Context: an optimization exercise on an open-source flow, tuned for small area. The choices shown serve that exercise and are no tape-out recipe.
At most, simulation tests tie the RTL to the original design; equivalence was not proved.
Only the layout flow was run in run 5; the RTL was not checked for function there.
Power and IR drop assume default switching activity.

==> flow/design.v <==
`timescale 1ns / 1ps
module add3(
    input [3:0] in,
    output [3:0] out
    );
    assign out = in > 4'b0100 ? in + 4'b0011 : in;
endmodule
`timescale 1ns / 1ps
module bcd11(
    input [10:0] in,
    output [3:0] ones, tens, hundreds, thousands
    );
    assign thousands[3:2] = 2'b00;
    wire [3:0] tmpC1;
    add3 c1(
        .in({1'b0 , in[10:8]}),
        .out(tmpC1)
    );
    wire [3:0] tmpC2;
    add3 c2(
        .in({tmpC1[2:0],in[7]}),
        .out(tmpC2)
    );
    wire [3:0] tmpC3;
    add3 c3(
        .in({tmpC2[2:0],in[6]}),
        .out(tmpC3)
    );
    wire [3:0] tmpC4;
    add3 c4(
        .in({tmpC3[2:0],in[5]}),
        .out(tmpC4)
    );
    wire [3:0] tmpC5;
    add3 c5(
        .in({tmpC4[2:0],in[4]}),
        .out(tmpC5)
    );
    wire [3:0] tmpC6;
    add3 c6(
        .in({tmpC5[2:0],in[3]}),
        .out(tmpC6)
    );
    wire [3:0] tmpC7;
    add3 c7(
        .in({tmpC6[2:0],in[2]}),
        .out(tmpC7)
    );
    add3 c8(
        .in({tmpC7[2:0],in[1]}),
        .out({tens[0], ones[3:1]})
    );
    assign ones[0] = in[0];
    wire [3:0] tmpC9;
    add3 c9(
        .in({1'b0,tmpC1[3],tmpC2[3],tmpC3[3]}),
        .out(tmpC9)
    );
    wire [3:0] tmpC10;
    add3 c10(
        .in({tmpC9[2:0],tmpC4[3]}),
        .out(tmpC10)
    );
    wire [3:0] tmpC11;
    add3 c11(
        .in({tmpC10[2:0],tmpC5[3]}),
        .out(tmpC11)
    );
    wire [3:0] tmpC12;
    add3 c12(
        .in({tmpC11[2:0],tmpC6[3]}),
        .out(tmpC12)
    );
    add3 c13(
        .in({tmpC12[2:0],tmpC7[3]}),
        .out({hundreds[0], tens[3:1]})
    );
    wire [3:0] tmpC14;
    add3 c14(
        .in({1'b0,tmpC9[3],tmpC10[3],tmpC9[3]}),
        .out({thousands[1], tmpC14[2:0]})
    );
    add3 c15(
        .in({tmpC14[2:0],tmpC12[3]}),
        .out({thousands[0],hundreds[3:1]})
    );
endmodule
`timescale 1ns / 1ps
module mux2
    #(parameter BITS=4)
    (
    input sel,
    input [BITS-1:0] in0, in1,
    output [BITS-1:0] out
    );
    assign out = sel ? in1 : in0;
endmodule
`timescale 1ns / 1ps
module mux4(
    input [1:0] sel,
    input [3:0] in0, in1, in2, in3,
    output reg [3:0] out
    );
    always @*
        begin
            case (sel)
                2'b00: out = in0;
                2'b01: out = in1;
                2'b10: out = in2;
                2'b11: out = in3;
            endcase 
        end
endmodule
`timescale 1ns / 1ps
module an_decoder (
    input [1:0] in,
    output reg [3:0] out
    );
    always @*
        begin
            case (in)
                2'b00: out = 4'b1110;
                2'b01: out = 4'b1101;
                2'b10: out = 4'b1011;
                2'b11: out = 4'b0111;
            endcase
        end
endmodule
`timescale 1ns / 1ps
module sseg_decoder(
    input [3:0] num,
    output reg [6:0] sseg
    );
    always @*
        case(num)
            4'h0: sseg = 7'b1000000;
            4'h1: sseg = 7'b1111001;
            4'h2: sseg = 7'b0100100;
            4'h3: sseg = 7'b0110000;
            4'h4: sseg = 7'b0011001;
            4'h5: sseg = 7'b0010010;
            4'h6: sseg = 7'b0000010;
            4'h7: sseg = 7'b1111000;
            4'h8: sseg = 7'b0000000;
            4'h9: sseg = 7'b0010000;
            4'hA: sseg = 7'b0001000;
            4'hB: sseg = 7'b0000011;
            4'hC: sseg = 7'b1000110;
            4'hD: sseg = 7'b0100001;
            4'hE: sseg = 7'b0000110;
            4'hF: sseg = 7'b0001110;
        endcase
endmodule
`timescale 1ns / 1ps
module sseg4(
    input [15:0] data,
    input [1:0] digit_sel,
    input hex_dec, sign, 
    output [6:0] seg,
    output [3:0] an,
    output dp  
    );
    assign dp = 1'b1;
    an_decoder an_decoder_0(
        .in(digit_sel),
        .out(an)
    );
    wire sel_mux2_7;
    assign sel_mux2_7 = sign & ~an[3]; 
    wire [15:0] bcd_mux2;
    bcd11 bcd11_0(
        .in(data[10:0]),
        .ones(bcd_mux2[3:0]),
        .tens(bcd_mux2[7:4]),
        .hundreds(bcd_mux2[11:8]),
        .thousands(bcd_mux2[15:12])
    );
    wire [15:0] mux2_mux4;
    mux2 #(.BITS(16)) mux2_0(
        .sel(hex_dec),
        .in0(bcd_mux2),
        .in1(data[15:0]),
        .out(mux2_mux4)
    );
    wire [4:0] mux4_decoder;
    mux4 mux4_0(
        .sel(digit_sel),
        .in0(mux2_mux4[3:0]),
        .in1(mux2_mux4[7:4]),
        .in2(mux2_mux4[11:8]),
        .in3(mux2_mux4[15:12]),
        .out(mux4_decoder)
    );
    wire[6:0] decoder_mux2;
    sseg_decoder decoder0(
        .num(mux4_decoder),
        .sseg(decoder_mux2)
    );
    mux2 #(.BITS(7)) mux2_1(
        .sel(sel_mux2_7),
        .in0(decoder_mux2),
        .in1(7'b0111111),
        .out(seg)
    );
endmodule
`timescale 1ns / 1ps
module counter #(parameter N=1)(
    input clk, rst, en,
    output [1:0] msb
    );
    reg [N-1:0] Qnext, Qreg;
    always @(posedge clk, posedge rst)
        begin
            if(rst)
                Qreg <= 0;
            else 
                Qreg <= Qnext;
        end
     always @*
        begin
            if (en)
                Qnext = Qreg+1;
            else
                Qnext = Qreg;
        end
     assign msb = Qreg[N-1:N-2];
endmodule
`timescale 1ns / 1ps
module show_2c(
    input [7:0] Din,
    output reg [15:0] Dout,
    output sign
    );
    assign sign = Din[7];
    always @*
        begin
            if (sign)
                Dout = ~{{8{1'b1}},Din} + 1'b1;
            else
                Dout = {{8{1'b0}},Din};
        end
endmodule
`timescale 1ns / 1ps
module register #( parameter N =1)(
    input clk , rst , en ,
    input [N -1:0] D,
    output reg [N -1:0] Q
    );
    always @( posedge clk , posedge rst)
    begin
        if (rst ==1)
            Q <= 0;
        else if (en ==1)
            Q <= D;
    end
endmodule
`timescale 1ns / 1ps
module alu #( parameter N =8)(
    input [N-1:0] in0,
    input [N-1:0] in1,
    input [3:0] op,
    output reg [N-1:0] out
    );
    parameter ADD =0;
    parameter SUB =1;
    parameter AND =2;
    parameter OR =3;
    parameter XOR =4;
    always @*
        begin
            case(op)
                ADD: out = in0 + in1;
                SUB: out = in0 - in1;
                AND: out = in0 & in1;
                OR: out = in0 | in1;
                XOR: out = in0 ^ in1;
                default : out = in0 ; 
            endcase
        end
endmodule
`timescale 1ns / 1ps
module top_lab9(
        input [11:0] sw,
        input btnU, btnD, btnC, clk,
        output [15:0] led
    );
    wire [7:0] regist_alu;
    register #(.N(8)) register0(
        .D(sw[7:0]),
        .en(btnD),
        .clk(clk),
        .rst(btnC),
        .Q(regist_alu)
        );
    assign led[7:0] = regist_alu;
    wire [7:0] alu_regist;
    alu #(.N(8)) alu0(
        .in0(sw[7:0]),
        .in1(regist_alu),        
        .op(sw[11:8]),
        .out(alu_regist)
        );
    register #(.N(8)) register1(
        .D(alu_regist),
        .en(btnU),
        .clk(clk),
        .rst(btnC),
        .Q(led[15:8])
        );
endmodule
`timescale 1ns / 1ps
module calc_lab10(
        input [15:0]sw,
        input btnC, btnD, btnU, clk,
        output [15:0] led,
        output [6:0] seg,
        output [3:0] an,
        output dp
    );
    top_lab9 dut(
        .sw(sw[11:0]),
        .btnU(btnU),
        .btnD(btnD),
        .btnC(btnC),
        .clk(clk),
        .led(led)
        );
    wire [15:0] Dout_sseg4;
    wire sign_sseg4;
    show_2c show0(
        .Din(led[15:8]),
        .Dout(Dout_sseg4),
        .sign(sign_sseg4)
        );
    wire [1:0] msb_sseg4;
    counter #(.N(21)) c(
        .clk(clk),
        .en(1'b1),
        .rst(btnC),
        .msb(msb_sseg4)
        );
    sseg4 main(
        .data(Dout_sseg4),
        .sign(sign_sseg4),
        .hex_dec(sw[15]),
        .digit_sel(msb_sseg4),
        .seg(seg),
        .dp(dp),
        .an(an)
        );
endmodule
==> flow/run.sh <==
#!/bin/bash
# synth_recipe.tcl (not shown) runs the flow's synth.tcl, then flattens the netlist and writes it again
# the make line also repeats each setting of config.mk as NAME=value (left out here)
make -C /OpenROAD-flow-scripts/flow DESIGN_CONFIG=/design/flow/config.mk WORK_HOME=/design/flow/orfs CLKGATE_MAP_FILE= SYNTH_SCRIPT=/design/flow/synth_recipe.tcl finish
==> flow/config.mk <==
export PLATFORM = sky130hd
export DESIGN_NAME = calc_lab10
export DESIGN_NICKNAME = calc_lab10
export VERILOG_FILES = /design/flow/design.v
export SDC_FILE = /design/flow/constraint.sdc
export NUM_CORES = 4
export LEC_CHECK = 0
export CAP_MARGIN = 20
export CORE_MARGIN = 2
export CORE_UTILIZATION = 40
export SLEW_MARGIN = 20
==> flow/constraint.sdc <==
create_clock -name core_clock -period 20.0 [get_ports {clk}]
set_input_delay 4.0000 -clock core_clock [delete_from_list [all_inputs] [get_ports {clk}]]
set_output_delay 4.0000 -clock core_clock [all_outputs]
set_load 0.01 [all_outputs]
==> summary.txt, run 1 <==
Yosys
  • Synthesized area: 4980 um2
  • Number of synthesized flops with an enable pin: 0
  • Multiplexer share of the synthesized area: under 10%
  • Synth Flop Type: dfrtp_1
  • Synth area leaders: dfrtp_1, ha_1, xnor2_1, nand2_1, inv_1
  • YS warnings: 9
  • Part of the Yosys area used for sequential elements: around a fifth
  • Post-synthesis register bit count: 37
  • Cell taking the most area after synthesis: dfrtp_1
  • Compound-gate portion of the synthesized area: around a quarter
  • Synth unique cells: 94
  • Largest family of logic cells by synthesized area: simple AND/OR/NAND/NOR gates
  • Synth Area in Adders: about 12%
  • Async S/R FF share, synth: 100%
  • Synth Area in Simple Gates: between 20% and 30%
  • Share of the synthesized area in the top cell type: 18.6%
  • Post-Synth XOR/XNOR Area: 7.74%
  • Syn Area/Cell: 8.08 um2
  • Post-Synthesis Cells: 616

Global route
  • First-pass GRT wire length: 21,300 um
  • GRT Total Usage: a little under a fifth
  • Grt ovf: 0
  • Largest net degree at the start of global routing: 38
  • Vias in the first global route: around 4,500
  • Initial antenna violation count: 0

STA
  • Clk_skew: 0.00497 ns
  • Hold slack final: approximately 0.46 ns
  • Fmax: 80.1 MHz
  • PnR worst setup slack: ~7.5 ns
  • Final Cycle Share: between 60% and 70%
  • Slew @ Worst Pin: 0.940 ns
  • Relative slew margins: 36.4%
  • Slew Limit Fails: 0
  • Post-layout min period: around 12 ns
  • Final setup viols: 0
  • Setup_tns: 0 ns
  • RSZ-0062 raised after global routing: no
  • Final-report hold violation count: 0

Critical path
  • Critical Path Source Type: flip-flop
  • Worst path depth: 26
  • Worst-path maximum fanout: 12
  • CP endpoint kind: output pin
  • CP max-delay cell: a211oi_1
  • Crit path to: seg[6]
  • Worst R2R Path Depth: 17
  • CP peak stage delay: around 0.64 ns
  • Critical path class: reg2out
  • CP most frequent cell: ha_1
  • Critical Path RT: 16.00 ns
  • Cell family with most CP delay: compound AO/OA/AOI/OAI gates
  • CP Launch Point: dut.register1.Q[2]$_DFFE_PP0P_
  • RR Startpoint: dut.register0.Q[0]$_DFFE_PP0P_
  • R2r endpoint: dut.register1.Q[7]$_DFFE_PP0P_
  • Minimum setup slack among reg-to-reg paths: 16.90 ns
  • Data arrival time of the worst path: 8.48 ns
  • Worst Path Buf+Inv: 2

Final layout
  • Final Cell Area: around 5700 um2
  • # diodes: 0
  • Syn-to-layout area delta: 13.9%
  • Layout cell share with drive strength beyond 1: between 6 and 7%
  • Post-Layout Cell Count: around 810
  • Post-layout util: 47.0%
  • Nets: 708

Place
  • Place WS: 7.80 ns
  • HPWL after detailed placement: 9370 um
  • Dpl cell area: 5470 um2
  • Routability Congestion: 0.846
  • Port bufs: 43
  • Dpl cells: 800

Detailed routing
  • Initial DRT Pass Iterations: 5
  • WL/cell: 15.2 um
  • Via density: ~5.7
  • DR vias: about 4,600
  • Final WL: approximately 12,000 um
  • Final ANT Viol Nets: 0
  • DRC errors left: 0
  • 1st-iter DRT viols: 405

Floorplanning
  • Io pins: 48
  • # rows: 40
  • Initial Util: 41.3%
  • DIE AREA: 13,400 um2
  • Core box area: 12,100 um2
  • Die Ht: 116 um
  • Horiz. Die Dim: 116 um

Clock network
  • Max H-tree Level: 2
  • CTS Buffer Depth: 2
  • Clock latency (worst-skew pair): 0.28 ns
  • Total CTS buffers: 5
  • Setup bufs post-CTS: 0
  • CTS root buf: clkbuf_16
  • CTS tree: yes
  • Clock transition at path regs: roughly 0.060 ns
  • Hold-fix buffer count after cts: 0
  • Clk sinks: 37
  • PostCTS Resize Cnt: 0

Status
  • Status: timing/DRC/antenna clean

Pwr
  • Maximum VDD drop: 0.0000455 V
  • Pleak: ~2.4 nW
  • Power Dens Cells: 134 nW/um2
  • Tot Pwr: 0.758 mW

Worst hold path
  • Min-delay worst type: reg2reg

Run
  • Max Cap Viol: 0
power breakdown:
group          total [mW]  internal, mW  switching [mW]
combinational       0.567         0.253           0.314
sequential         0.0874        0.0784         0.00903
clock               0.104        0.0719          0.0322
sequential cells by signal, indices dropped and copies added, names as in the netlist:
signal	flops
c.Qreg	21
dut.register0.Q	8
dut.register1.Q	8
layout by cell type, fill, tap and decap left out, types with 6 or more instances in the layout:
| cell type | n |
|---|---|
| mux2i_1 | 12 |
| a21oi_1 | 17 |
| nand2_1 | 49 |
| clkdlybuf4s50_1 | 43 |
| nand3_1 | 20 |
| nand2b_1 | 11 |
| o22ai_1 | 6 |
| o211ai_1 | 11 |
| nor2_1 | 38 |
| a21o_1 | 9 |
| a211oi_1 | 7 |
| nand4_1 | 7 |
| dfrtp_1 | 37 |
| and3_1 | 6 |
| o31ai_1 | 6 |
| ha_1 | 48 |
| nor3_1 | 18 |
| and2_1 | 11 |
| inv_1 | 40 |
| conb_1 | 9 |
| xor2_1 | 15 |
| or3_1 | 8 |
| nor2b_1 | 7 |
| a31oi_1 | 11 |
| xnor2_1 | 29 |
| o21ai_0 | 30 |
worst register-to-register path: cells and delay by family, from the launching register on:
family                   cells  cell delay, ns
flip-flops                   1            0.44
AND/OR/NAND/NOR              4            0.32
adder cells (fa/ha/maj)      2            0.57
XOR/XNOR                     1            0.14
buffers and inverters        2            0.20
AO/OA/AOI/OAI                8            1.29
routing by layer:
metal | track usage [%] | part of all wire (%) | vias up
li1 | - | - | 2307
met1 | 25.4 | 48 | 2223
met2 | 33.6 | 49 | 75
met3 | 1.57 | 2.4 | 13
met4 | 3.61 | 0.88 | 0
met5 | 0 | 0 | -
worst min-delay path by stage:
stage | from | end | slack (ns) | cells after the start
final | c.Qreg[5]$_DFF_PP0_ | c.Qreg[5]$_DFF_PP0_ | 0.46 | 1
after global routing | c.Qreg[15]$_DFF_PP0_ | c.Qreg[15]$_DFF_PP0_ | 0.49 | 1
after CTS | c.Qreg[5]$_DFF_PP0_ | c.Qreg[5]$_DFF_PP0_ | 0.47 | 1
after detailed placement | c.Qreg[5]$_DFF_PP0_ | c.Qreg[5]$_DFF_PP0_ | 0.45 | 1
after global placement | c.Qreg[5]$_DFF_PP0_ | c.Qreg[5]$_DFF_PP0_ | 0.46 | 1
after floorplan | c.Qreg[5]$_DFF_PP0_ | c.Qreg[5]$_DFF_PP0_ | 0.44 | 1
logic make-up after synthesis:
logic type / after synthesis
DFF: 37
xor gates and xnor gates: 44
muxes: 19
adders and majority gates: 49
and+or+nand+nor: 225
AOI/OAI and AO/OA: 164
buffers and inverters: 76
other: 2
cell usage after synthesis (5+ instances only):
| cell type | n |
|---|---|
| a21oi_1 | 17 |
| nor2_1 | 38 |
| o21ai_0 | 30 |
| or3_1 | 8 |
| nand3_1 | 20 |
| nor3b_1 | 5 |
| a211oi_1 | 7 |
| buf_2 | 6 |
| nor4b_1 | 5 |
| nand2_1 | 49 |
| a31oi_1 | 11 |
| o31ai_1 | 6 |
| o211ai_1 | 11 |
| a21o_1 | 9 |
| inv_1 | 40 |
| ha_1 | 48 |
| clkbuf_1 | 20 |
| dfrtp_1 | 37 |
| and2_1 | 11 |
| xnor2_1 | 29 |
| nand4_1 | 7 |
| nor3_1 | 18 |
| xor2_1 | 15 |
| o21a_1 | 5 |
| mux2i_1 | 12 |
| o22ai_1 | 6 |
| buf_6 | 5 |
| nand2b_1 | 11 |
| mux2_2 | 5 |
| and3_1 | 6 |
| nor2b_1 | 7 |
final cells by class:
cell class                 count  area [um2]
timing repair buffer          44         438
sequential                    37         926
tap                          168         210
fill                        1226        6390
multi-input combinational    510        3750
inverter                      41         154
clock inverter                 3        68.8
clock buffer                   5         125
==> inputs of run 2 (changes only) <==
==> flow/design.v (replaced) <==
module calc_lab10(
        input [15:0] sw,
        input btnC, btnD, btnU, clk,
        output [15:0] led,
        output [6:0] seg,
        output [3:0] an,
        output dp
    );
    reg [7:0] A, R;
    reg [18:0] P;       
    reg [1:0] S;        
    wire [7:0] X = sw[7:0];
    wire [3:0] op = sw[11:8];
    wire arith = ~|op[3:1];                  
    wire o_sub = arith & op[0];
    wire o_add = arith & ~op[0];
    wire o_and = (op == 4'd2);
    wire o_or  = (op == 4'd3);
    wire o_xor = (op == 4'd4);
    wire [7:0] B = ({8{o_add | o_xor}} & A) | ({8{o_sub}} & ~A) |
                   ({8{o_and}} & X & ~A) | ({8{o_or}} & ~X & A);
    wire [8:0] c;
    assign c[0] = o_sub;
    genvar i;
    generate for (i = 0; i < 8; i = i + 1) begin : carry
        assign c[i+1] = arith & ((X[i] & B[i]) | (c[i] & (X[i] | B[i])));
    end endgenerate
    wire [7:0] alu = X ^ B ^ c[7:0];
    wire z = ~|P[17:0];
    wire fb = P[18] ^ P[4] ^ P[1] ^ P[0] ^ z;
    wire wrap = P[18] & z;                   
    always @(posedge clk, posedge btnC) begin
        if (btnC) begin
            A <= 8'd0; R <= 8'd0; P <= 19'd0; S <= 2'd0;
        end else begin
            if (btnD) A <= X;
            if (btnU) R <= alu;
            P <= {P[17:0], fb};
            if (wrap) S <= S + 2'd1;
        end
    end
    assign led = {R, A};
    assign dp = 1'b1;
    assign an = ~(4'b0001 << S);
    wire neg = R[7];
    wire [7:0] M = neg ? -R : R;
    function [11:0] bcd8(input [7:0] v);
        integer k;
        reg [11:0] b;
        begin
            b = 12'd0;
            for (k = 7; k >= 0; k = k - 1) begin
                if (b[3:0] > 4'd4) b[3:0] = b[3:0] + 4'd3;
                if (b[7:4] > 4'd4) b[7:4] = b[7:4] + 4'd3;
                b = {b[10:0], v[k]};
            end
            bcd8 = b;
        end
    endfunction
    wire [11:0] dec = bcd8(M);
    reg [3:0] d;
    always @* begin
        case (S)
            2'd0: d = sw[15] ? M[3:0] : dec[3:0];
            2'd1: d = sw[15] ? M[7:4] : dec[7:4];
            2'd2: d = sw[15] ? 4'd0 : dec[11:8];
            default: d = 4'd0;
        endcase
    end
    reg [6:0] pat;
    always @* begin
        case (d)
            4'h0: pat = 7'b1000000;
            4'h1: pat = 7'b1111001;
            4'h2: pat = 7'b0100100;
            4'h3: pat = 7'b0110000;
            4'h4: pat = 7'b0011001;
            4'h5: pat = 7'b0010010;
            4'h6: pat = 7'b0000010;
            4'h7: pat = 7'b1111000;
            4'h8: pat = 7'b0000000;
            4'h9: pat = 7'b0010000;
            4'hA: pat = 7'b0001000;
            4'hB: pat = 7'b0000011;
            4'hC: pat = 7'b1000110;
            4'hD: pat = 7'b0100001;
            4'hE: pat = 7'b0000110;
            default: pat = 7'b0001110;
        endcase
    end
    assign seg = (neg && S == 2'd3) ? 7'b0111111 : pat;
endmodule
--- a/flow/config.mk
+++ b/flow/config.mk
@@ -5,7 +5,9 @@
 export SDC_FILE = /design/flow/constraint.sdc
 export NUM_CORES = 4
 export LEC_CHECK = 0
+export ABC_AREA = 1
 export CAP_MARGIN = 20
 export CORE_MARGIN = 2
 export CORE_UTILIZATION = 40
+export CTS_BUF_LIST = sky130_fd_sc_hd__clkbuf_1 sky130_fd_sc_hd__clkbuf_2 sky130_fd_sc_hd__clkbuf_4
 export SLEW_MARGIN = 20
==> run 2 against run 1 <==
Clock-buffer cell count is the same. Non-clock buffer count is 1 higher. Wire length fell by 44%. Clock skew increased by 0.0070 ns. Global-route usage shrank 3.0 points. Sequential power shrank 3.8%. Final area down 31%. Maximum frequency up 17%. Combinational power down 34%.
==> summary.txt, run 2 <==
Pwr
  • Clock share of power: 7.8% (-5.9 points)
  • Sw frac: 51.5% (+4.7 points)
  • Pleak: 1.93 nW (-19%)
  • Combinational share of power: 75.4% (+0.7 points)
  • Power Dens Cells: 127 nW/um2 (-5.4%)
  • Maximum VDD drop: 0.0000496 V (+9.0%)
  • Internal Power: 0.242 mW (-40%)
  • Sequential power share: 16.9% (+5.4 points)
  • Sw Pwr: 0.257 mW (-28%)

Place
  • Port bufs: 43 (unchanged)
  • Place WS: 9.37 ns (+1.56 ns)
  • HPWL after detailed placement: 5520 um (-41%)
  • Routability Congestion: 0.840 (-0.72%)

Critical path
  • CP peak stage delay: 0.54 ns (-0.10 ns)
  • Critical Path Source Type: input port
  • CP max-delay cell: clkdlybuf4s50_1
  • Critical path class: in2out
  • Critical Path RT: 16.00 ns (about the same)
  • Minimum setup slack among reg-to-reg paths: 15.76 ns (-1.14 ns)
  • Cell family with most CP delay: buffers and inverters
  • Worst Path Buf+Inv: 4 (+2)
  • Data arrival time of the worst path: 6.64 ns (-1.84 ns)
  • CP endpoint kind: output pin
  • Worst-path maximum fanout: 12 (unchanged)
  • CP Cell Sequence: clkdlybuf4s50_1 > inv_1 > nand4_1 > nor2_1 > nor2_1 > nand2_1 > nand2_1 > inv_1 > ha_1 > nand3_1 > nand2_1 > nand2_1 > a21oi_2 > clkdlybuf4s50_1
  • CP most frequent cell: nand2_1

Floorplanning
  • Initial Util: 40.9% (-0.39 points)
  • Die Ht: 95.4 um (-17%)
  • Horiz. Die Dim: 95.4 um (-17%)
  • DIE AREA: 9100 um2 (-32%)
  • Core box area: 8180 um2 (-32%)
  • Io pins: 48 (unchanged)
  • # rows: 33 (-18%)

Detailed routing
  • Final WL: 6870 um (-44%)
  • WL/cell: 11.3 um (-26%)
  • Final ANT Viol Nets: 0 (unchanged)
  • DR vias: 2,920 (-37%)
  • 1st-iter DRT viols: 115 (-72%)
  • DRC errors left: 0 (unchanged)
  • Initial DRT Pass Iterations: 5 (unchanged)
  • Via density: 4.80 (-16%)

Yosys
  • Synth Flop Type: dfrtp_1
  • Synth area leaders: dfrtp_1, nand2_1, ha_1, inv_1, nand3_1
  • Async S/R FF share, synth: 100% (unchanged)
  • Syn Area/Cell: 7.33 um2 (-9.3%)
  • Synth unique cells: 39 (-59%)
  • Cell taking the most area after synthesis: dfrtp_1
  • Synthesized area: 3340 um2 (-33%)
  • Count leader, synth: nand2_1
  • YS warnings: 1 (-8)
  • Commonest cells post-synth: nand2_1, inv_1, nand3_1
  • Share of the synthesized area in the top cell type: 27.7% (+9.1 points)
  • Post-Synthesis Cells: 456 (-26%)
  • Number of synthesized flops with an enable pin: 0 (unchanged)
  • Post-synthesis register bit count: 37 (unchanged)
  • Part of the Yosys area used for sequential elements: 27.7% (+9.1 points)

Clock network
  • Setup bufs post-CTS: 0 (unchanged)
  • Clock transition at path regs: 0.12 ns (+0.06 ns)
  • Total CTS buffers: 5 (unchanged)
  • PostCTS Resize Cnt: 0 (unchanged)
  • CTS Buffer Depth: 2 (unchanged)
  • Max H-tree Level: 2 (unchanged)
  • Clock latency (worst-skew pair): 0.34 ns (+0.06 ns)
  • CTS root buf: clkbuf_4
  • CTS tree: yes
  • Clk sinks: 37 (unchanged)
  • Hold-fix buffer count after cts: 0 (unchanged)

Run
  • Max Cap Viol: 0 (unchanged)

Final layout
  • Max reg flops: 19 (-9.5%)
  • # diodes: 0 (unchanged)
  • Syn-to-layout area delta: 17.9%
  • Commonest cells after routing, fill and taps aside: nand2_1, inv_1, clkdlybuf4s50_1
  • Multi-input gate area: 2080 um2 (-45%)
  • Commonest non-fill, non-tap cell in the layout: nand2_1
  • Post-layout util: 48.2% (+1.2 points)
  • Layout cell share with drive strength beyond 1: 13.9% (+7.0 points)
  • Largest registers: P x19, A x8, R x8
  • Nets: 555 (-22%)
  • Register name with the most flops: P
  • Fill count: 830 (-32%)
  • Sequential Area: 926 um2 (unchanged)

Global route
  • Grt ovf: 0 (unchanged)
  • GRT Total Usage: 15.9% (-3.0 points)
  • Largest net degree at the start of global routing: 38 (unchanged)
  • Vias in the first global route: 2,611 (-42%)
  • Initial antenna violation count: 0 (unchanged)
  • First-pass GRT wire length: 11,700 um (-45%)

STA
  • PnR worst setup slack: 9.36 ns (+1.83 ns)
  • Final-report hold violation count: 0 (unchanged)
  • Final Cycle Share: 53.2% (-9.2 points)
  • Final setup viols: 0 (unchanged)
  • Clk_skew: 0.0120 ns (+0.00704 ns)
  • RSZ-0062 raised after global routing: no
  • Setup_tns: 0 ns (unchanged)
  • Slew Limit Fails: 0 (unchanged)
  • Slew @ Worst Pin: 0.786 ns (-0.155 ns)
  • Fmax: 94.0 MHz (+17%)
  • Post-layout min period: 10.64 ns (-1.83 ns)
  • Relative slew margins: 47.1% (+11 points)

Status
  • Status: timing/DRC/antenna clean

Worst hold path
  • Min-delay worst type: reg2reg
[run 2: cell types whose count changed after synthesis, moves of 12 or more]
cell / before / now
nand2_1: 49 / 100
mux2i_1: 12 / 0
clkbuf_1: 20 / 2
inv_1: 40 / 74
ha_1: 48 / 26
nor3_1: 18 / 4
xnor2_1: 29 / 3
nand2_2: 0 / 15
nand3_1: 20 / 41
[run 2: cell type report]
type	count	share of cell area, %
Multi-Input combinational cell	332	52.7
Clock buffer	5	0.953
Timing Repair Buffer	45	11.3
Tap cell	105	3.34
Clock inverter	3	0.445
Inverter	81	7.72
Sequential cell	37	23.5
[run 2: kinds of logic (layout without fill, tap and decap cells)]
logic type	after synthesis	count (layout)	synth area share [%]
fa+ha+maj	33	33	13.9
compound gates	56	56	10.1
xor+xnor	10	10	3.07
buf+inv	87	134	10.1
flops	37	37	27.7
other cells	1	1	0.112
simple gates	231	231	34.6
mux	1	1	0.337
[run 2: per-layer routing]
layer  part of all wire [%]  vias up  global-route usage (%)  wire [um]
met3                    3.9       10                    1.98        267
met1                     47     1320                    21.8       3230
met5                      0        -                       0          0
met4                    1.3        0                    4.17         86
met2                     48       57                    26.8       3290
li1                       -     1533                       -          -
[run 2: final timing paths]
kind | start | to | depth (start not counted)
max | sw[15] | seg[6] | 14
min | P[14]$_DFF_PP0_ | P[15]$_DFF_PP0_ | 0
max reg2reg | A[0]$_DFFE_PP0P_ | R[7]$_DFFE_PP0P_ | 24
min reg2reg | P[14]$_DFF_PP0_ | P[15]$_DFF_PP0_ | 0
max in group asynchronous | btnC | P[6]$_DFF_PP0_ | 3
min in group asynchronous | btnC | A[6]$_DFFE_PP0P_ | 3
[run 2: through the flow]
stage / instance area (um2) / power [mW] / instances / hold WS, ns
after detailed placement: 3880 / 0.461 / 600 / 0.361
after CTS: 3940 / 0.502 / 608 / 0.385
after global placement: 3880 / 0.453 / 600 / 0.358
final: 3940 / 0.498 / 608 / 0.376
after floorplan: 3340 / 0.357 / 456 / 0.354
after global routing: 3940 / 0.555 / 608 / 0.386
[run 2: worst reg2reg max path: cells and delay by family (launching register included)]
kind | cells | cell delay, ns
buffers and inverters | 5 | 0.30
AND/OR/NAND/NOR | 8 | 0.45
adder cells (fa/ha/maj) | 7 | 2.35
AO/OA/AOI/OAI | 2 | 0.29
flip-flops | 1 | 0.41
XOR/XNOR | 2 | 0.31
[run 2: power by group through the flow]
stage	Sequential, mW	Combinational (mW)	Clock [mW]
after floorplan	0.0860	0.271	0
final	0.0841	0.376	0.0387
after global routing	0.0850	0.427	0.0433
after CTS	0.0842	0.377	0.0403
after detailed placement	0.0857	0.375	0
after global placement	0.0856	0.367	0
==> inputs of run 3 (changes only) <==
==> flow/flow/run.sh (new file) <==
#!/bin/bash
# Own layout flow: the standard ORFS flow (standard.sh) with
#  - synthesis through flow/my_synth.tcl, which is synth_recipe.tcl with an
#    area-oriented ABC script (flow/area.abc) and no adder extraction,
#  - minimum-size port buffers, small clock buffers and no CTS dummy loads,
#  - power recovery (downsizing of non-critical gates) after global routing.
# Each make step writes its full log under orfs/logs/; make's own output
# goes to flow_make.log.
set -euo pipefail
W=$PWD
export MY_ABC_SCRIPT=$W/flow/area.abc
bash standard.sh \
  SYNTH_SCRIPT=$W/flow/my_synth.tcl \
  ABC_AREA=1 \
  ADDER_MAP_FILE= \
  "BUFFER_PORTS_ARGS=-buffer_cell sky130_fd_sc_hd__buf_1" \
  "CTS_ARGS=-sink_clustering_enable -repair_clock_nets -dont_use_dummy_load -buf_list {sky130_fd_sc_hd__clkbuf_1 sky130_fd_sc_hd__clkbuf_2 sky130_fd_sc_hd__clkbuf_4}" \
  RECOVER_POWER=100 \
  finish > $W/flow_make.log 2>&1
==> flow/flow/area.abc (new file) <==
strash
&get -n
&deepsyn -T 30
&put
dch -f
amap
==> flow/flow/my_synth.tcl (new file) <==
# The standard flow's synthesis (synth_recipe.tcl) with an area-oriented ABC script:
# the abc call of ORFS's synth.tcl gets the script in MY_ABC_SCRIPT.
proc synth {args} { yosys synth -nofsm -noshare {*}$args }
proc abc {args} {
  set i [lsearch -exact $args -script]
  if { $i >= 0 && [info exists ::env(MY_ABC_SCRIPT)] } {
    lset args [expr {$i + 1}] $::env(MY_ABC_SCRIPT)
  }
  yosys abc {*}$args
}
source $::env(SCRIPTS_DIR)/synth.tcl
# left out here: clear keep_hierarchy, flatten, clean up, hide names made inside functions, write 1_2_yosys.v
==> flow/standard.sh (new file) <==
#!/bin/bash
# synth_recipe.tcl (not shown) runs the flow's synth.tcl, then flattens the netlist and writes it again
# the make line also repeats each setting of config.mk as NAME=value (left out here)
make -C /OpenROAD-flow-scripts/flow DESIGN_CONFIG=/design/flow/config.mk WORK_HOME=/design/flow/orfs CLKGATE_MAP_FILE= SYNTH_SCRIPT=/design/flow/synth_recipe.tcl "${@:-finish}"
==> flow/config.mk (replaced) <==
export PLATFORM = sky130hd
export DESIGN_NAME = calc_lab10
export DESIGN_NICKNAME = calc_lab10
export VERILOG_FILES = /design/flow/design.v
export SDC_FILE = /design/flow/constraint.sdc
export NUM_CORES = 4
export LEC_CHECK = 0
export CAP_MARGIN = 20
export CORE_MARGIN = 2
export CORE_UTILIZATION = 40
export SLEW_MARGIN = 20
removed: flow/run.sh
==> run 3 against run 2 <==
Clock power fell by 14%. Critical path depth decreased by 4. Maximum frequency is 6.9% higher. Now fails the layout checks on capacitance limit, slew limit.
==> summary.txt, run 3 <==
Yosys
  • Synth unique cells: 31 (-21%)
  • Async S/R FF share, synth: 100% (unchanged)
  • Part of the Yosys area used for sequential elements: 42.0% (+14 points)
  • Post-synthesis register bit count: 37 (unchanged)
  • Count leader, synth: nor2_1
  • Synthesized area: 2210 um2 (-34%)
  • Synth Flop Type: dfrtp_1
  • Post-Synthesis Cells: 298 (-35%)
  • Number of synthesized flops with an enable pin: 0 (unchanged)
  • Share of the synthesized area in the top cell type: 42.0% (+14 points)
  • Cell taking the most area after synthesis: dfrtp_1
  • Commonest cells post-synth: nor2_1, clkinv_1, dfrtp_1
  • YS warnings: 1 (unchanged)
  • Synth area leaders: dfrtp_1, nor2_1, clkinv_1, o22ai_1, o21ai_0
  • Syn Area/Cell: 7.41 um2 (+1.1%)

Final layout
  • Max reg flops: 19 (unchanged)
  • Syn-to-layout area delta: 12.6%
  • Final Cell Area: 2480 um2 (-37%)
  • # diodes: 0 (unchanged)
  • Register name with the most flops: P
  • Nets: 367 (-34%)
  • Commonest cells after routing, fill and taps aside: nor2_1, clkinv_1, buf_1
  • Commonest non-fill, non-tap cell in the layout: nor2_1
  • Layout cell share with drive strength beyond 1: 1.45% (-12 points)
  • Largest registers: P x19, A x8, R x8

Pwr
  • Power Dens Cells: 79.8 nW/um2 (-37%)
  • Maximum VDD drop: 0.0000349 V (-30%)
  • Clock share of power: 16.7% (+8.9 points)
  • Sw frac: 40.4% (-11 points)
  • Internal Power: 0.118 mW (-51%)
  • Combinational share of power: 42.1% (-33 points)
  • Tot Pwr: 0.198 mW (-60%)
  • Pleak: 0.897 nW (-54%)
  • Sw Pwr: 0.0802 mW (-69%)
  • Sequential power share: 41.2% (+24 points)

Clock network
  • Hold-fix buffer count after cts: 0 (unchanged)
  • PostCTS Resize Cnt: 0 (unchanged)
  • Clock transition at path regs: 0.12 ns (about the same)
  • Clk sinks: 37 (unchanged)
  • CTS Buffer Depth: 2 (unchanged)
  • CTS root buf: clkbuf_4
  • Max H-tree Level: 2 (unchanged)
  • Total CTS buffers: 5 (unchanged)
  • Clock latency (worst-skew pair): 0.34 ns (about the same)
  • Setup bufs post-CTS: 0 (unchanged)
  • CTS tree: yes

Critical path
  • Critical Path Source Type: input port
  • Cell family with most CP delay: compound AO/OA/AOI/OAI gates
  • Data arrival time of the worst path: 5.96 ns (-0.68 ns)
  • Critical path class: in2out
  • Worst R2R Path Depth: 22 (-8.3%)
  • CP max-delay cell: o221ai_1
  • CP endpoint kind: output pin
  • Critical Path RT: 16.00 ns (about the same)
  • Worst-path maximum fanout: 7 (-5)
  • CP Cell Sequence: buf_1 > clkinv_1 > nor2_1 > nor3_1 > a21oi_1 > clkinv_1 > o221ai_1 > o21ai_0 > o21ai_0 > buf_1
  • Worst Path Buf+Inv: 4 (unchanged)
  • CP peak stage delay: 0.37 ns (-0.17 ns)
  • Worst path depth: 10 (-4)

STA
  • Clk_skew: 0.0239 ns (+0.0119 ns)
  • Fmax: 100 MHz (+6.9%)
  • PnR worst setup slack: 10.04 ns (+0.686 ns)
  • Post-layout min period: 9.96 ns (-0.686 ns)
  • Hold slack final: 0.351 ns (-0.0250 ns)
  • Setup_tns: 0 ns (unchanged)
  • RSZ-0062 raised after global routing: no
  • Final setup viols: 0 (unchanged)
  • Final Cycle Share: 49.8% (-3.4 points)
  • Slew Limit Fails: 38 (+38)
  • Final-report hold violation count: 0 (unchanged)
  • Relative slew margins: -26.7% (-74 points)
  • Slew @ Worst Pin: 1.90 ns (+1.11 ns)

Worst hold path
  • Hold path depth: 0 (unchanged)
  • Min-delay worst type: reg2reg

Floorplanning
  • Horiz. Die Dim: 78.3 um (-18%)
  • Die Ht: 78.3 um (-18%)
  • Core box area: 5410 um2 (-34%)
  • DIE AREA: 6130 um2 (-33%)
  • Io pins: 48 (unchanged)
  • # rows: 27 (-18%)
  • Initial Util: 40.8% (-0.045 points)

Place
  • Routability Congestion: 0.836 (-0.50%)
  • HPWL after detailed placement: 3670 um (-33%)
  • Port bufs: 43 (unchanged)
  • Place WS: 10.07 ns (+0.706 ns)
  • Dpl cell area: 2450 um2 (-37%)

Global route
  • Initial antenna violation count: 0 (unchanged)
  • GRT Total Usage: 16.7% (+0.78 points)
  • Largest net degree at the start of global routing: 38 (unchanged)
  • First-pass GRT wire length: 8260 um (-29%)
  • Vias in the first global route: 1,885 (-28%)
  • Grt ovf: 0 (unchanged)

Detailed routing
  • WL/cell: 11.6 um (+2.7%)
  • Via density: 5.11 (+6.3%)
  • DR vias: 2,129 (-27%)
  • Initial DRT Pass Iterations: 4 (-1)
  • Final WL: 4840 um (-30%)
  • Final ANT Viol Nets: 0 (unchanged)
  • DRC errors left: 0 (unchanged)
  • 1st-iter DRT viols: 58 (-50%)

Status
  • Layout check faults: capacitance limit, slew limit
  • Status: complete, but fails checks

Run
  • Max Cap Viol: 1 (+1)
[run 3: cell types whose count changed after synthesis, moves of 15 or more]
cell / change
nor2_1: +35
clkinv_1: +44
nand3_1: -38
nand2_1: -71
nand2_2: -15
inv_1: -74
o22ai_1: +17
ha_1: -26
[run 3: cell type report]
class | count | area [um2]
clock buffer | 5 | 37.5
fill | 573 | 2920
inverter | 44 | 165
multi-input combinational | 215 | 1100
sequential | 37 | 926
tap | 72 | 90.1
timing repair buffer | 44 | 165
[run 3: per-layer routing]
layer / share of wire (%) / GRT usage, % / wire length (um) / up-vias
met5: 0 / 0 / 0 / -
met4: 1.3 / 5.26 / 65 / 0
met3: 4.0 / 3.68 / 192 / 6
met2: 44 / 26.2 / 2130 / 37
met1: 51 / 23.2 / 2460 / 946
li1: - / - / - / 1140
[run 3: through the flow]
stage / cells / utilization (%)
final: 417 / 46.0
after global routing: 417 / 46.0
after CTS: 417 / 46.0
after detailed placement: 412 / 45.3
after global placement: 412 / 45.3
after floorplan: 298 / -
[run 3: path summary, 6_finish.rpt]
path                                   from  slack (ns)                to
max in group asynchronous              btnC       14.60  R[5]$_DFFE_PP0P_
max reg2reg                A[0]$_DFFE_PP0P_       16.31  R[7]$_DFFE_PP0P_
max                                  sw[15]       10.04            seg[1]
min reg2reg                 P[15]$_DFF_PP0_        0.35   P[16]$_DFF_PP0_
min                         P[15]$_DFF_PP0_        0.35   P[16]$_DFF_PP0_
min in group asynchronous              btnC        4.28    P[6]$_DFF_PP0_
[run 3: logic make-up after synthesis]
group	count (synthesis)	synth area share, %
AO/OA/AOI/OAI	94	26.7
buffers and inverters	46	8.16
flip-flops	37	42.0
other	1	0.170
AND/OR/NAND/NOR	120	23.0
[run 3: power by group through the flow]
stage | Clock [mW] | Combinational [mW] | Sequential, mW
3_3_place_gp | 0 | 0.0830 | 0.0832
3_5_place_dp | 0 | 0.0833 | 0.0832
4_1_cts | 0.0359 | 0.0837 | 0.0817
5_1_grt | 0.0389 | 0.0962 | 0.0823
2_1_floorplan | 0 | 0.0608 | 0.0841
6_report | 0.0332 | 0.0836 | 0.0817
==> inputs of run 4 (changes only) <==
==> flow/flow/run.sh (replaced) <==
#!/bin/bash
# Own layout flow: the standard ORFS flow (standard.sh) with
#  - synthesis through flow/my_synth.tcl, which is synth_recipe.tcl with an
#    area-oriented ABC script (flow/area.abc) and no adder extraction,
#  - minimum-size port buffers, small clock buffers and no CTS dummy loads,

# Each make step writes its full log under orfs/logs/; make's own output
# goes to flow_make.log.
set -euo pipefail
W=$PWD
export MY_ABC_SCRIPT=$W/flow/area.abc
bash standard.sh \
  SYNTH_SCRIPT=$W/flow/my_synth.tcl \
  ABC_AREA=1 \
  ADDER_MAP_FILE= \
  "BUFFER_PORTS_ARGS=-buffer_cell sky130_fd_sc_hd__buf_1" \
  "CTS_ARGS=-sink_clustering_enable -repair_clock_nets -dont_use_dummy_load -buf_list {sky130_fd_sc_hd__clkbuf_1 sky130_fd_sc_hd__clkbuf_2 sky130_fd_sc_hd__clkbuf_4}" \
  finish > $W/flow_make.log 2>&1
==> run 4 against run 3 <==
The run now finishes clean. Critical endpoint unchanged. Sequential share of layout area shrank 0.056 points. Global-route usage is the same. Via count grew 0.52%. Clock-buffer cell count unchanged. Largest power group unchanged. Area after synthesis unchanged. Final area is 0.15% higher. Highest routed layer unchanged. Critical path depth unchanged.
==> summary.txt, run 4 <==
Clock network
  • CTS Buffer Depth: 2 (unchanged)
  • Clock latency (worst-skew pair): 0.35 ns (about the same)
  • CTS tree: yes
  • Clk sinks: 37 (unchanged)
  • Setup bufs post-CTS: 0 (unchanged)
  • Max H-tree Level: 2 (unchanged)
  • CTS root buf: clkbuf_4
  • Hold-fix buffer count after cts: 0 (unchanged)
  • PostCTS Resize Cnt: 0 (unchanged)
  • Total CTS buffers: 5 (unchanged)
  • Clock transition at path regs: 0.12 ns (about the same)

Global route
  • Met1 Use GR: 23.2% (unchanged)
  • Largest net degree at the start of global routing: 38 (unchanged)
  • First-pass GRT wire length: 8260 um (unchanged)
  • Met2 GRT Util: 26.2% (unchanged)
  • GRT Total Usage: 16.7% (unchanged)
  • Vias in the first global route: 1,885 (unchanged)
  • Initial antenna violation count: 0 (unchanged)
  • Grt ovf: 0 (unchanged)
  • Met3 usage: 3.68% (unchanged)
  • Grt peak-use layer: met2

Critical path
  • Minimum setup slack among reg-to-reg paths: 16.31 ns (about the same)
  • Worst-path maximum fanout: 7 (unchanged)
  • Worst R2R Path Depth: 22 (unchanged)
  • Data arrival time of the worst path: 5.95 ns (about the same)
  • CP peak stage delay: 0.37 ns (about the same)
  • Cell family with most CP delay: compound AO/OA/AOI/OAI gates
  • Worst Path Buf+Inv: 4 (unchanged)
  • Critical Path RT: 16.00 ns (about the same)
  • CP endpoint kind: output pin
  • Worst path depth: 10 (unchanged)
  • Critical Path Source Type: input port
  • Critical path class: in2out
  • CP Cell Sequence: buf_1 > clkinv_1 > nor2_1 > nor3_1 > a21oi_1 > clkinv_1 > o221ai_1 > o21ai_0 > o21ai_0 > buf_1
  • CP max-delay cell: o221ai_1

Final layout
  • Largest registers: P x19, A x8, R x8
  • Register name with the most flops: P
  • # diodes: 0 (unchanged)
  • Layout cell share with drive strength beyond 1: 1.74% (+0.29 points)
  • Syn-to-layout area delta: 12.8%
  • Commonest non-fill, non-tap cell in the layout: nor2_1
  • Max reg flops: 19 (unchanged)
  • Commonest cells after routing, fill and taps aside: nor2_1, clkinv_1, buf_1
  • Post-layout util: 46.0% (+0.070 points)
  • Nets: 367 (unchanged)
  • Post-Layout Cell Count: 417 (unchanged)
  • Fill count: 573 (unchanged)

Yosys
  • Part of the Yosys area used for sequential elements: 42.0% (unchanged)
  • Syn Area/Cell: 7.41 um2 (unchanged)
  • Synth area leaders: dfrtp_1, nor2_1, clkinv_1, o22ai_1, o21ai_0
  • Count leader, synth: nor2_1
  • Async S/R FF share, synth: 100% (unchanged)
  • Share of the synthesized area in the top cell type: 42.0% (unchanged)
  • Synth unique cells: 31 (unchanged)
  • Cell taking the most area after synthesis: dfrtp_1
  • YS warnings: 1 (unchanged)
  • Commonest cells post-synth: nor2_1, clkinv_1, dfrtp_1
  • Post-synthesis register bit count: 37 (unchanged)
  • Number of synthesized flops with an enable pin: 0 (unchanged)
  • Synthesized area: 2210 um2 (unchanged)
  • Post-Synthesis Cells: 298 (unchanged)
  • Synth Flop Type: dfrtp_1

Detailed routing
  • DR vias: 2,140 (+0.52%)
  • Via density: 5.13 (+0.52%)
  • Final ANT Viol Nets: 0 (unchanged)
  • Initial DRT Pass Iterations: 4 (unchanged)
  • Final WL: 4840 um (-0.10%)
  • WL/cell: 11.6 um (-0.10%)
  • 1st-iter DRT viols: 50 (-14%)
  • DRC errors left: 0 (unchanged)

Floorplanning
  • DIE AREA: 6130 um2 (unchanged)
  • Core box area: 5410 um2 (unchanged)
  • # rows: 27 (unchanged)
  • Io pins: 48 (unchanged)
  • Die Ht: 78.3 um (unchanged)
  • Horiz. Die Dim: 78.3 um (unchanged)
  • Initial Util: 40.8% (unchanged)

STA
  • Fmax: 100 MHz (about the same)
  • Post-layout min period: 9.95 ns (-0.00560 ns)
  • RSZ-0062 raised after global routing: no
  • Setup_tns: 0 ns (unchanged)
  • Final Cycle Share: 49.8% (about the same)
  • Final setup viols: 0 (unchanged)
  • Slew Limit Fails: 0 (-100%)
  • Hold slack final: 0.350 ns (-0.000424 ns)
  • Clk_skew: 0.0248 ns (+0.000893 ns)
  • Final-report hold violation count: 0 (unchanged)

Worst hold path
  • Min-delay worst type: reg2reg
  • Hold path depth: 0 (unchanged)

Place
  • Port bufs: 43 (unchanged)
  • Dpl cells: 412 (unchanged)
  • Routability Congestion: 0.836 (unchanged)
  • HPWL after detailed placement: 3670 um (unchanged)

Pwr
  • Power Dens Cells: 79.8 nW/um2 (about the same)
  • Sequential power share: 41.1% (about the same)
  • Sw frac: 40.4% (about the same)
  • Internal Power: 0.118 mW (about the same)
  • Pleak: 0.900 nW (+0.40%)
  • Tot Pwr: 0.199 mW (about the same)
  • Combinational share of power: 42.2% (about the same)
  • Maximum VDD drop: 0.0000349 V (about the same)
  • Clock share of power: 16.7% (about the same)
  • Sw Pwr: 0.0802 mW (about the same)

Run
  • Max Cap Viol: 0 (-1)

Status
  • Status: timing/DRC/antenna clean
-- run 4: cell count changes in the layout (fill, tap and decap cells not counted) --
cell	before	now
clkbuf_1	2	0
buf_1	42	43
buf_4	0	1
-- run 4: per-layer routing --
metal | vias up | wire [um]
li1 | 1142 | -
met5 | - | 0
met1 | 957 | 2460
met2 | 35 | 2130
met4 | 0 | 65
met3 | 6 | 183
-- run 4: metrics by stage --
stage / worst slack, ns / cell area, um2
5_1_grt: 9.06 / 2490
6_report: 10.05 / 2490
4_1_cts: 10.07 / 2490
2_1_floorplan: 10.63 / 2210
3_3_place_gp: 10.06 / 2450
3_5_place_dp: 10.07 / 2450
-- run 4: cells by family after synthesis --
kind of cell	synth area share (%)
simple gates	23.0
compound gates	26.7
buf+inv	8.16
flops	42.0
other cells	0.170
-- run 4: area by class of cell --
class | instances | area [um2] | share of cell area, %
clock buffers | 5 | 37.5 | 1.51
inverters | 44 | 165 | 6.64
multi-input cells | 215 | 1100 | 44.2
flip-flops and latches | 37 | 926 | 37.2
well taps | 72 | 90.1 | 3.62
repair buffers | 44 | 169 | 6.79
-- run 4: final timing paths --
check,startpoint,to
max,sw[15],seg[1]
min,P[15]$_DFF_PP0_,P[16]$_DFF_PP0_
max reg2reg,A[0]$_DFFE_PP0P_,R[7]$_DFFE_PP0P_
min reg2reg,P[15]$_DFF_PP0_,P[16]$_DFF_PP0_
max in group asynchronous,btnC,R[4]$_DFFE_PP0P_
min in group asynchronous,btnC,P[1]$_DFF_PP0_
-- run 4: power by group through the flow --
stage / clock, mW / combinational [mW] / sequential (mW)
after detailed placement: 0 / 0.0833 / 0.0832
final: 0.0332 / 0.0837 / 0.0817
after global routing: 0.0389 / 0.0963 / 0.0823
after global placement: 0 / 0.0830 / 0.0832
after CTS: 0.0359 / 0.0837 / 0.0817
after floorplan: 0 / 0.0608 / 0.0841
==> inputs of run 5 (changes only) <==
--- a/flow/design.v
+++ b/flow/design.v
@@ -11,21 +11,28 @@
     reg [1:0] S;        
     wire [7:0] X = sw[7:0];
     wire [3:0] op = sw[11:8];
-    wire arith = ~|op[3:1];                  
+    wire arith = ~|op[3:1];
     wire o_sub = arith & op[0];
-    wire o_add = arith & ~op[0];
-    wire o_and = (op == 4'd2);
-    wire o_or  = (op == 4'd3);
-    wire o_xor = (op == 4'd4);
-    wire [7:0] B = ({8{o_add | o_xor}} & A) | ({8{o_sub}} & ~A) |
-                   ({8{o_and}} & X & ~A) | ({8{o_or}} & ~X & A);
+    reg [3:0] T;    
+    always @* begin
+        case (op)
+            4'd0: T = 4'b0110;
+            4'd1: T = 4'b1001;
+            4'd2: T = 4'b1000;
+            4'd3: T = 4'b1110;
+            4'd4: T = 4'b0110;
+            default: T = 4'b1100;
+        endcase
+    end
     wire [8:0] c;
     assign c[0] = o_sub;
+    wire [7:0] alu;
     genvar i;
-    generate for (i = 0; i < 8; i = i + 1) begin : carry
-        assign c[i+1] = arith & ((X[i] & B[i]) | (c[i] & (X[i] | B[i])));
+    generate for (i = 0; i < 8; i = i + 1) begin : bits
+        wire b = A[i] ^ o_sub;
+        assign c[i+1] = arith & ((X[i] & b) | (c[i] & (X[i] | b)));
+        assign alu[i] = T[{X[i], A[i]}] ^ c[i];
     end endgenerate
-    wire [7:0] alu = X ^ B ^ c[7:0];
     wire z = ~|P[17:0];
     wire fb = P[18] ^ P[4] ^ P[1] ^ P[0] ^ z;
     wire wrap = P[18] & z;                   
@@ -43,7 +50,7 @@
     assign dp = 1'b1;
     assign an = ~(4'b0001 << S);
     wire neg = R[7];
-    wire [7:0] M = neg ? -R : R;
+    wire [7:0] M = (R ^ {8{neg}}) + neg;
     function [11:0] bcd8(input [7:0] v);
         integer k;
         reg [11:0] b;
==> flow/flow/run.sh (replaced) <==
#!/bin/bash
# Own layout flow: the standard ORFS flow (standard.sh) with
#  - synthesis through flow/my_synth.tcl, which is synth_recipe.tcl with an
#    area-oriented ABC script (flow/area.abc) and no adder extraction; the
#    script is tried with 8 deepsyn seeds and the seed giving the smallest
#    synthesized area is used for the layout,
#  - minimum-size port buffers, small clock buffers and no CTS dummy loads.
# Each make run writes its full logs under its WORK_HOME's logs/ folder
# (trial_N/ for the seed trials, orfs/ for the layout); make's own output
# goes to trial_N.log and flow_make.log.
set -euo pipefail
W=$PWD
SYN_ARGS=(SYNTH_SCRIPT=$W/flow/my_synth.tcl ABC_AREA=1 ADDER_MAP_FILE=)

best_seed=1
best_area=
for batch in "1 2 3 4" "5 6 7 8"; do
  for s in $batch; do
    sed "s/SEED/$s/" $W/flow/area.abc > $W/area_$s.abc
    MY_ABC_SCRIPT=$W/area_$s.abc bash standard.sh WORK_HOME=$W/trial_$s \
      "${SYN_ARGS[@]}" synth > $W/trial_$s.log 2>&1 &
  done
  wait
done
for s in 1 2 3 4 5 6 7 8; do
  f=$W/trial_$s/reports/sky130hd/calc_lab10/base/synth_stat.txt
  [[ -f $f ]] || continue
  a=$(grep "Chip area for module" $f | tail -1 | awk '{print $NF}')
  echo "seed $s: synth area $a" | tee -a $W/seeds.log
  if [[ -z "$best_area" ]] || awk "BEGIN{exit !($a < $best_area)}"; then
    best_area=$a; best_seed=$s
  fi
done
echo "using seed $best_seed ($best_area)" | tee -a $W/seeds.log

export MY_ABC_SCRIPT=$W/area_$best_seed.abc
bash standard.sh \
  "${SYN_ARGS[@]}" \
  "BUFFER_PORTS_ARGS=-buffer_cell sky130_fd_sc_hd__buf_1" \
  "CTS_ARGS=-sink_clustering_enable -repair_clock_nets -dont_use_dummy_load -buf_list {sky130_fd_sc_hd__clkbuf_1 sky130_fd_sc_hd__clkbuf_2 sky130_fd_sc_hd__clkbuf_4}" \
  finish > $W/flow_make.log 2>&1
grep "Chip area for module" $W/orfs/reports/sky130hd/calc_lab10/base/synth_stat.txt | tee -a $W/seeds.log
==> flow/flow/area.abc (replaced) <==
strash
balance
resub -K 6
rewrite
resub -K 6 -N 2
refactor -z
resub -K 8
rewrite -z
resub -K 10 -N 2 -z
balance
&get -n
&deepsyn -T 60 -S SEED
&put
dch -f
amap
==> run 5 against run 4 <==
Clock skew fell by 0.0024 ns. Critical path type unchanged. Clock power decreased by 1%. Critical path depth is 1 higher.
==> summary.txt, run 5 <==
Detailed routing
  • Initial DRT Pass Iterations: 4 (unchanged)
  • Final ANT Viol Nets: 0 (unchanged)
  • Final WL: 4900 um (+1.3%)
  • DR vias: 2,127 (-0.61%)
  • DRC errors left: 0 (unchanged)
  • 1st-iter DRT viols: 75 (+50%)
  • Via density: 5.29 (+3.1%)
  • WL/cell: 12.2 um (+5.1%)

Final layout
  • Multi-input gate area: 1050 um2 (-4.9%)
  • Max reg flops: 19 (unchanged)
  • Register name with the most flops: P
  • Syn-to-layout area delta: 12.9% (about the same)
  • Commonest non-fill, non-tap cell in the layout: clkinv_1
  • Layout cell share with drive strength beyond 1: 1.81% (+0.068 points)
  • Fill count: 538 (-6.1%)
  • Nets: 354 (-3.5%)
  • Post-Layout Cell Count: 402 (-3.6%)
  • Commonest cells after routing, fill and taps aside: clkinv_1, buf_1, nor2_1
  • Largest registers: P x19, A x8, R x8
  • Sequential Area: 926 um2 (unchanged)
  • # diodes: 0 (unchanged)

Yosys
  • Cell taking the most area after synthesis: dfrtp_1
  • Synth unique cells: 30 (-3.2%)
  • Post-Synthesis Cells: 285 (-4.4%)
  • Number of synthesized flops with an enable pin: 0 (unchanged)
  • Synthesized area: 2170 um2 (-1.8%)
  • Part of the Yosys area used for sequential elements: 42.7% (+0.75 points)
  • Synth Flop Type: dfrtp_1
  • Share of the synthesized area in the top cell type: 42.7% (+0.75 points)
  • Syn Area/Cell: 7.61 um2 (+2.7%)
  • Async S/R FF share, synth: 100% (unchanged)
  • YS warnings: 1 (unchanged)
  • Commonest cells post-synth: clkinv_1, nor2_1, dfrtp_1, nand2_1, o21ai_0
  • Count leader, synth: clkinv_1
  • Post-synthesis register bit count: 37 (unchanged)
  • Synth area leaders: dfrtp_1, clkinv_1, nor2_1, nand2_1, o21ai_0

Critical path
  • CP endpoint kind: output pin
  • CP max-delay cell: o21ai_0
  • Critical Path Source Type: input port
  • CP most frequent cell: o21ai_0
  • Critical path class: in2out
  • CP peak stage delay: 0.45 ns (+0.08 ns)
  • Worst-path maximum fanout: 7 (unchanged)
  • Critical Path RT: 16.00 ns (about the same)
  • Data arrival time of the worst path: 6.48 ns (+0.53 ns)
  • CP Cell Sequence: buf_1 > clkinv_1 > nor2_1 > a221oi_1 > o21ai_0 > clkinv_1 > o21ai_0 > o21ai_0 > nor2b_1 > o31ai_1 > buf_1

STA
  • RSZ-0062 raised after global routing: no
  • Clk_skew: 0.0224 ns (-0.00238 ns)
  • Fmax: 95.4 MHz (-5.0%)
  • Slew Limit Fails: 0 (unchanged)
  • Post-layout min period: 10.48 ns (+0.529 ns)
  • Final Cycle Share: 52.4% (+2.6 points)
  • Final-report hold violation count: 0 (unchanged)
  • Relative slew margins: 61.3%
  • Setup_tns: 0 ns (unchanged)
  • Final setup viols: 0 (unchanged)
  • Slew @ Worst Pin: a little under 0.6 ns

Global route
  • First-pass GRT wire length: 9030 um (+9.4%)
  • Initial antenna violation count: 0 (unchanged)
  • Vias in the first global route: 1,989 (+5.5%)
  • GRT Total Usage: 18.3% (+1.6 points)
  • Largest net degree at the start of global routing: 38 (unchanged)
  • Grt ovf: 0 (unchanged)

Clock network
  • PostCTS Resize Cnt: 0 (unchanged)
  • Max H-tree Level: 2 (unchanged)
  • CTS root buf: clkbuf_4
  • Hold-fix buffer count after cts: 0 (unchanged)
  • Clock latency (worst-skew pair): 0.34 ns (about the same)
  • CTS tree: yes
  • Setup bufs post-CTS: 0 (unchanged)
  • Total CTS buffers: 5 (unchanged)
  • Clock transition at path regs: 0.12 ns (about the same)
  • CTS Buffer Depth: 2 (unchanged)
  • Clk sinks: 37 (unchanged)

Place
  • Dpl cells: 397 (-3.6%)
  • HPWL after detailed placement: 3850 um (+4.8%)
  • Routability Congestion: 0.857 (+2.5%)
  • Port bufs: 43 (unchanged)

Pwr
  • Power Dens Cells: 86.2 nW/um2 (+8.1%)
  • Maximum VDD drop: 0.0000393 V (+13%)
  • Pleak: 0.904 nW (+0.42%)

Floorplanning
  • Initial Util: 41.9% (+1.1 points)
  • DIE AREA: 6030 um2 (-1.7%)
  • Io pins: 48 (unchanged)
  • Die Ht: 77.6 um (-0.84%)
  • Core box area: 5170 um2 (-4.3%)
  • # rows: 26 (-3.7%)
  • Horiz. Die Dim: 77.6 um (-0.84%)

Run
  • Max Cap Viol: 0 (unchanged)

Worst hold path
  • Min-delay worst type: reg2reg

Status
  • Status: timing/DRC/antenna clean
-- run 5: per-layer routing --
metal	routed length [um]	track usage [%]	part of all wire [%]	vias to the layer above
met3	271	3.60	5.5	6
li1	-	-	-	1108
met4	65	5.89	1.3	0
met1	2330	24.2	48	950
met5	0	0	0	-
met2	2240	30.3	46	63
-- run 5: worst paths after layout --
kind | from | to | slack (ns) | depth (start not counted)
worst max-delay path | sw[15] | seg[0] | 9.52 | 11
worst min-delay path | P[15]$_DFF_PP0_ | P[16]$_DFF_PP0_ | 0.36 | 0
worst max register to register | A[0]$_DFFE_PP0P_ | R[7]$_DFFE_PP0P_ | 16.32 | 18
worst min register to register | P[15]$_DFF_PP0_ | P[16]$_DFF_PP0_ | 0.36 | 0
max in group asynchronous | btnC | A[3]$_DFFE_PP0P_ | 15.94 | 3
min in group asynchronous | btnC | P[6]$_DFF_PP0_ | 3.70 | 3
-- run 5: power breakdown --
part           switching, mW  total [mW]  internal, mW
clock                 0.0211      0.0328        0.0117
sequential           0.00404      0.0824        0.0784
combinational         0.0636      0.0957        0.0321
-- run 5: per-stage QoR --
stage | setup slack, ns | area (um2) | total power, mW | util, % | hold slack (ns)
finish | 9.52 | 2450 | 0.211 | 47.3 | 0.363
global route | 9.22 | 2450 | 0.232 | 47.3 | 0.376
CTS | 9.62 | 2450 | 0.213 | 47.3 | 0.375
detailed placement | 9.62 | 2410 | 0.179 | 46.6 | 0.358
global placement | 9.67 | 2410 | 0.178 | 46.6 | 0.356
floorplan | 10.25 | 2170 | 0.154 | - | 0.346
-- run 5: cells by family after synthesis --
group | synth area share [%]
simple gates | 19.8
buf+inv | 9.00
compound gates | 28.3
other cells | 0.173
flops | 42.7
-- run 5: critical path: cells and delay by family --
family,cells,cell delay [ns]
AOI/OAI and AO/OA,5,1.24
buffers and inverters,4,0.86
and+or+nand+nor,2,0.38
-- run 5: cell type report --
type,count,area share [%]
inverters,48,7.36
repair buffers,44,6.90
flip-flops and latches,37,37.8
well taps,70,3.58
clock buffers,5,1.53
multi-input cells,198,42.8

-- re-timing with driven ports --
Ports are ideal in the flow. The routed layouts listed here were re-timed in OpenROAD. Step 1 assumes that a clkbuf_16 drives the clock port and a buf_2 every other input. Step 2 times the ports against the registers' clock, not the clock port: input delays grow and output delays shrink by t, the midpoint of the rising clock arrivals with the driver on. Slacks: ideal ports / drivers / drivers and shift; pairs: ideal ports / drivers.
run	shift t [ns]	setup slack, ns	hold slack, ns	worst data-port slew with drivers (ns)
run 1	0.308	7.523 / 7.492 / 7.801	0.464 / 0.464 / 0.464	0.03
run 2	0.360	9.357 / 9.332 / 9.332	0.376 / 0.376 / 0.376	0.03
run 3	0.356	10.043 / 10.021 / 10.021	0.351 / 0.351 / 0.351	0.04
run 4	0.357	10.048 / 10.026 / 10.026	0.350 / 0.350 / 0.350	0.03
run 5	0.352	9.519 / 9.495 / 9.495	0.363 / 0.363 / 0.363	0.03
The setup slack of run 2, which loses most, moves by -0.025 ns with the drivers and by -0.025 ns with both steps.
